This is an optimization exercise on Yosys and OpenROAD, whose aim is small area, a short achievable clock period and few clock cycles, not a production implementation. RTL that was checked went through simulation tests only; none was proved equivalent to the original.

Setup of the baseline:
==> module qdec_Arith_decoder, before the edit <==
module qdec_Arith_decoder (
    input  logic        clk,
    input  logic        rst_n,
    input  logic        arithInit,  
    input  logic        dec_run,    
    input  logic        EPMode,     
    input  logic [6:0]  ctxState,   
    output logic        dec_rdy,    
    output logic        ruiBin,
    output logic        ruiBin_vld,
    output logic [6:0]  ctxStateUpdate,
    input  logic [7:0]  bitstreamFetch,
    input  logic        bitstreamFetch_vld,
    output logic        bitstreamFetch_rdy
);
localparam logic [1:0] S_IDLE  = 2'd0;  
localparam logic [1:0] S_INIT0 = 2'd1;  
localparam logic [1:0] S_INIT1 = 2'd2;  
localparam logic [1:0] S_READY = 2'd3;  
logic [1:0]  state;
logic [15:0] uiDist;
logic [7:0]  uiRange;
logic [2:0]  bitsNeeded;  
logic        binVld;      
logic        binEp;
logic        binBorrow;   
logic [7:0]  binLps;
logic [2:0]  binLpsBits;  
logic        binRenorm;   
logic [6:0]  resState;    
logic [1:0]  numByte;
logic [7:0]  byteMem0, byteMem1;
logic        rdPtr;
logic [7:0]  byte0;         
logic [7:0]  byteNext;      
logic        fetch;
logic        popInit;       
logic        popBin;        
logic        haveByte;      
assign bitstreamFetch_rdy = (numByte != 2'd2);
assign fetch = bitstreamFetch_vld & bitstreamFetch_rdy;
assign byte0 = rdPtr ? byteMem1 : byteMem0;
assign byteNext = (rdPtr ^ popBin) ? byteMem1 : byteMem0;
always_ff @(posedge clk)
    if(!rst_n) begin
        numByte <= 2'd0;
        rdPtr   <= 1'b0;
    end
    else begin
        numByte <= numByte - {1'b0, popBin | popInit} + {1'b0, fetch};
        rdPtr   <= rdPtr ^ popBin ^ popInit;
    end
always_ff @(posedge clk)
    if(fetch) begin
        if(rdPtr ^ numByte[0]) byteMem1 <= bitstreamFetch;
        else byteMem0 <= bitstreamFetch;
    end
logic [23:0] distX;
logic [8:0]  rangeMps;   
logic [9:0]  subHi;      
logic [9:0]  diffHi;
logic [23:0] distSel;
logic [8:0]  rangeSel;
logic [2:0]  shiftBy;
logic [23:0] distNext;
logic [8:0]  rangeNext;
logic [3:0]  bitsSum;
logic [15:0] curDist;    
logic [7:0]  curRange;
logic [2:0]  curBits;
logic [14:0] fillBits;
logic [15:0] curDistF;   
logic [7:0]  nextBits;
assign nextBits  = byte0 << bitsNeeded;
assign distX     = {uiDist, ~nextBits};
assign rangeMps  = {1'b1, uiRange} - {1'b0, binLps};
assign subHi     = binEp ? {2'b01, uiRange} : {1'b0, binLps, 1'b0};
assign diffHi    = distX[23:14] - subHi;
assign distSel   = binBorrow ? distX : {diffHi, distX[13:0]};
assign rangeSel  = binBorrow ? {1'b0, binLps} : rangeMps;
assign shiftBy   = binEp ? 3'd1 : binBorrow ? binLpsBits : {2'b00, binRenorm};
assign distNext  = distSel << shiftBy;
assign rangeNext = rangeSel << shiftBy;
assign bitsSum   = {1'b0, bitsNeeded} + {1'b0, shiftBy};
assign popBin    = binVld & (binEp ? (bitsNeeded == 3'd7) :
                            binBorrow ? ({1'b0, bitsNeeded} + {1'b0, binLpsBits} >= 4'd8) :
                            (binRenorm & (bitsNeeded == 3'd7)));
assign curDist   = binVld ? distNext[23:8] : uiDist;
assign curRange  = (binVld & !binEp) ? rangeNext[7:0] : uiRange;
assign curBits   = binVld ? bitsSum[2:0] : bitsNeeded;
assign fillBits  = {7'h0, byteNext} << curBits;
assign curDistF  = curDist & ~{9'h0, fillBits[14:8]};
logic accept;
assign haveByte = (numByte != 2'd0) & !(numByte == 2'd1 & popBin);
assign dec_rdy  = (state == S_READY) & haveByte;
assign accept   = dec_run & dec_rdy;
logic [7:0]  uiLPS;
logic [2:0]  lpsBits;
logic [9:0]  epHi;
logic        borrow;
qdec_lps_tab u_lps(.i({ctxState[6:1], curRange[7:6]}), .lps(uiLPS));
assign lpsBits = uiLPS[7] ? 3'd1 : uiLPS[6] ? 3'd2 : uiLPS[5] ? 3'd3 :
                 uiLPS[4] ? 3'd4 : uiLPS[3] ? 3'd5 : 3'd6;
assign epHi   = curDistF[15:6];
assign borrow = EPMode ? (epHi < {2'b01, curRange}) : (curDist[15:7] < {1'b0, uiLPS});
always_comb begin
    popInit = 1'b0;
    if(state == S_INIT0 || state == S_INIT1) popInit = (numByte != 2'd0);
end
always_ff @(posedge clk)
    if(!rst_n) state <= S_IDLE;
    else if(arithInit) state <= S_INIT0;
    else if(state == S_INIT0) begin
        if(popInit) state <= S_INIT1;
    end
    else if(state == S_INIT1) begin
        if(popInit) state <= S_READY;
    end
always_ff @(posedge clk)
    if(state == S_INIT0) begin
        if(popInit) uiDist[15:8] <= 8'hFE - byte0;
    end
    else if(state == S_INIT1) begin
        uiRange    <= 8'd254;  
        bitsNeeded <= 3'd0;
        if(popInit) uiDist[7:0] <= ~byte0;
    end
    else begin
        uiDist     <= haveByte ? curDistF : curDist;
        uiRange    <= curRange;
        bitsNeeded <= curBits;
    end
always_ff @(posedge clk)
    if(!rst_n) binVld <= 1'b0;
    else binVld <= accept;
always_ff @(posedge clk) begin
    binEp     <= EPMode;
    binBorrow <= borrow;
    binLps    <= uiLPS;
    binLpsBits <= lpsBits;
    binRenorm <= (uiLPS > curRange);
    resState  <= {ctxState[6:1], ctxState[0] & !EPMode};
end
logic [6:0] nxtMps;  
logic [6:0] nxtLps;  
logic [5:0] nxtLpsIdx;
assign nxtMps = {(resState[6:1] >= 6'd62) ? resState[6:1] : resState[6:1] + 6'd1, resState[0]};
qdec_nxt_lps_tab u_nxt_lps(.i(resState[6:1]), .nl(nxtLpsIdx));
assign nxtLps = {nxtLpsIdx, resState[0] ^ (resState[6:1] == 6'd0)};
assign ruiBin_vld     = binVld;
assign ruiBin         = resState[0] ^ binBorrow;
assign ctxStateUpdate = binBorrow ? nxtLps : nxtMps;
endmodule
clock: 8.0 ns
lec_check: 0
abc_area: 1
cap_margin: 20
core_margin: 2
core_utilization: 50
setup_slack_margin: 3
slew_margin: 20
run.sh (not shown) runs the stock make flow with config.mk's settings and CLKGATE_MAP_FILE= SYNTH_SCRIPT=/design/flow/synth_recipe.tcl, a recipe that flattens the netlist after the stock synthesis.
Testbench counts of the baseline, summed over its fixed seeds: cycles 32,099.
Changes in the candidate relative to the baseline:
--- a/flow/design.v
+++ b/flow/design.v
@@ -26,37 +26,30 @@
 logic        binBorrow;   
 logic [7:0]  binLps;
 logic [2:0]  binLpsBits;  
 logic        binRenorm;   
 logic [6:0]  resState;    
-logic [1:0]  numByte;
-logic [7:0]  byteMem0, byteMem1;
-logic        rdPtr;
+logic [7:0]  byteBuf;
+logic        byteVld;
 logic [7:0]  byte0;         
 logic [7:0]  byteNext;      
 logic        fetch;
 logic        popInit;       
 logic        popBin;        
+logic        keepByte;      
 logic        haveByte;      
-assign bitstreamFetch_rdy = (numByte != 2'd2);
-assign fetch = bitstreamFetch_vld & bitstreamFetch_rdy;
-assign byte0 = rdPtr ? byteMem1 : byteMem0;
-assign byteNext = (rdPtr ^ popBin) ? byteMem1 : byteMem0;
+assign keepByte = byteVld & !popBin & !popInit;
+assign bitstreamFetch_rdy = !keepByte;
+assign fetch    = bitstreamFetch_vld & bitstreamFetch_rdy;
+assign byte0    = byteBuf;
+assign byteNext = keepByte ? byteBuf : bitstreamFetch;
+assign haveByte = keepByte | bitstreamFetch_vld;
 always_ff @(posedge clk)
-    if(!rst_n) begin
-        numByte <= 2'd0;
-        rdPtr   <= 1'b0;
-    end
-    else begin
-        numByte <= numByte - {1'b0, popBin | popInit} + {1'b0, fetch};
-        rdPtr   <= rdPtr ^ popBin ^ popInit;
-    end
+    if(!rst_n) byteVld <= 1'b0;
+    else byteVld <= haveByte;
 always_ff @(posedge clk)
-    if(fetch) begin
-        if(rdPtr ^ numByte[0]) byteMem1 <= bitstreamFetch;
-        else byteMem0 <= bitstreamFetch;
-    end
+    if(fetch) byteBuf <= bitstreamFetch;
 logic [23:0] distX;
 logic [8:0]  rangeMps;   
 logic [9:0]  subHi;      
 logic [9:0]  diffHi;
 logic [23:0] distSel;
@@ -89,11 +82,10 @@
 assign curRange  = (binVld & !binEp) ? rangeNext[7:0] : uiRange;
 assign curBits   = binVld ? bitsSum[2:0] : bitsNeeded;
 assign fillBits  = {7'h0, byteNext} << curBits;
 assign curDistF  = curDist & ~{9'h0, fillBits[14:8]};
 logic accept;
-assign haveByte = (numByte != 2'd0) & !(numByte == 2'd1 & popBin);
 assign dec_rdy  = (state == S_READY) & haveByte;
 assign accept   = dec_run & dec_rdy;
 logic [7:0]  uiLPS;
 logic [2:0]  lpsBits;
 logic [9:0]  epHi;
@@ -103,11 +95,11 @@
                  uiLPS[4] ? 3'd4 : uiLPS[3] ? 3'd5 : 3'd6;
 assign epHi   = curDistF[15:6];
 assign borrow = EPMode ? (epHi < {2'b01, curRange}) : (curDist[15:7] < {1'b0, uiLPS});
 always_comb begin
     popInit = 1'b0;
-    if(state == S_INIT0 || state == S_INIT1) popInit = (numByte != 2'd0);
+    if(state == S_INIT0 || state == S_INIT1) popInit = byteVld;
 end
 always_ff @(posedge clk)
     if(!rst_n) state <= S_IDLE;
     else if(arithInit) state <= S_INIT0;
     else if(state == S_INIT0) begin
Results
- Between the baseline and the candidate, global-route usage is higher for the candidate, the baseline comes in under that.
- Run comparison: the candidate critical path start-end classification input pin to register; the baseline critical path start-end classification register to register
- Against the baseline, number of DRC violations after detailed-routing iteration 0 in the candidate came out worse.
- The run showing the smaller setup slack is the candidate.
- Number of gates on the worst path with buffers counted: the candidate < the baseline
- The candidate vs the baseline: flip-flop and latch count down by more than 10%
- Post-CTS resize count is higher on the candidate
- Measured against the baseline, the cell count after placement of the candidate comes out at 0.943 times the reference value.
- The higher number of nets in the synthesized netlist came out of the baseline.
No functional check of the RTL was part of the candidate.

[port drivers added, routing unchanged]
How much do the figures lean on ideal ports? The routed layouts below were timed once more, with nothing changed but the port constraints.
Step 1 (the two cells are an assumption about what drives the block):
set clk [get_ports {clk}]
set_driving_cell -lib_cell sky130_fd_sc_hd__clkbuf_16 $clk
set_driving_cell -lib_cell sky130_fd_sc_hd__buf_2 [delete_from_list [all_inputs] $clk]
Step 2 moves the port delays by t, midway between the first and last clock arrival at a register: inputs arrive t later, outputs are due t later. That takes back most of the time a late clock gives input paths.
a / b / c = ideal ports / drivers / drivers and shift; a / b = the first two.
run	t, ns	slack for setup (ns)	clock arrival spread, ns	slew at the worst register clock pin (ns)	worst data-port slew with drivers (ns)
the baseline	0.378	3.332 / 3.332 / 2.998	0.009 / 0.010	0.06 / 0.06	0.03
the candidate	0.382	3.238 / 3.207 / 2.878	0.011 / 0.011	0.06 / 0.06	0.03
After both steps every run listed still meets setup and hold. For the candidate, which loses most, drivers alone change the setup slack by -0.031 ns; drivers and shift together by -0.360 ns.
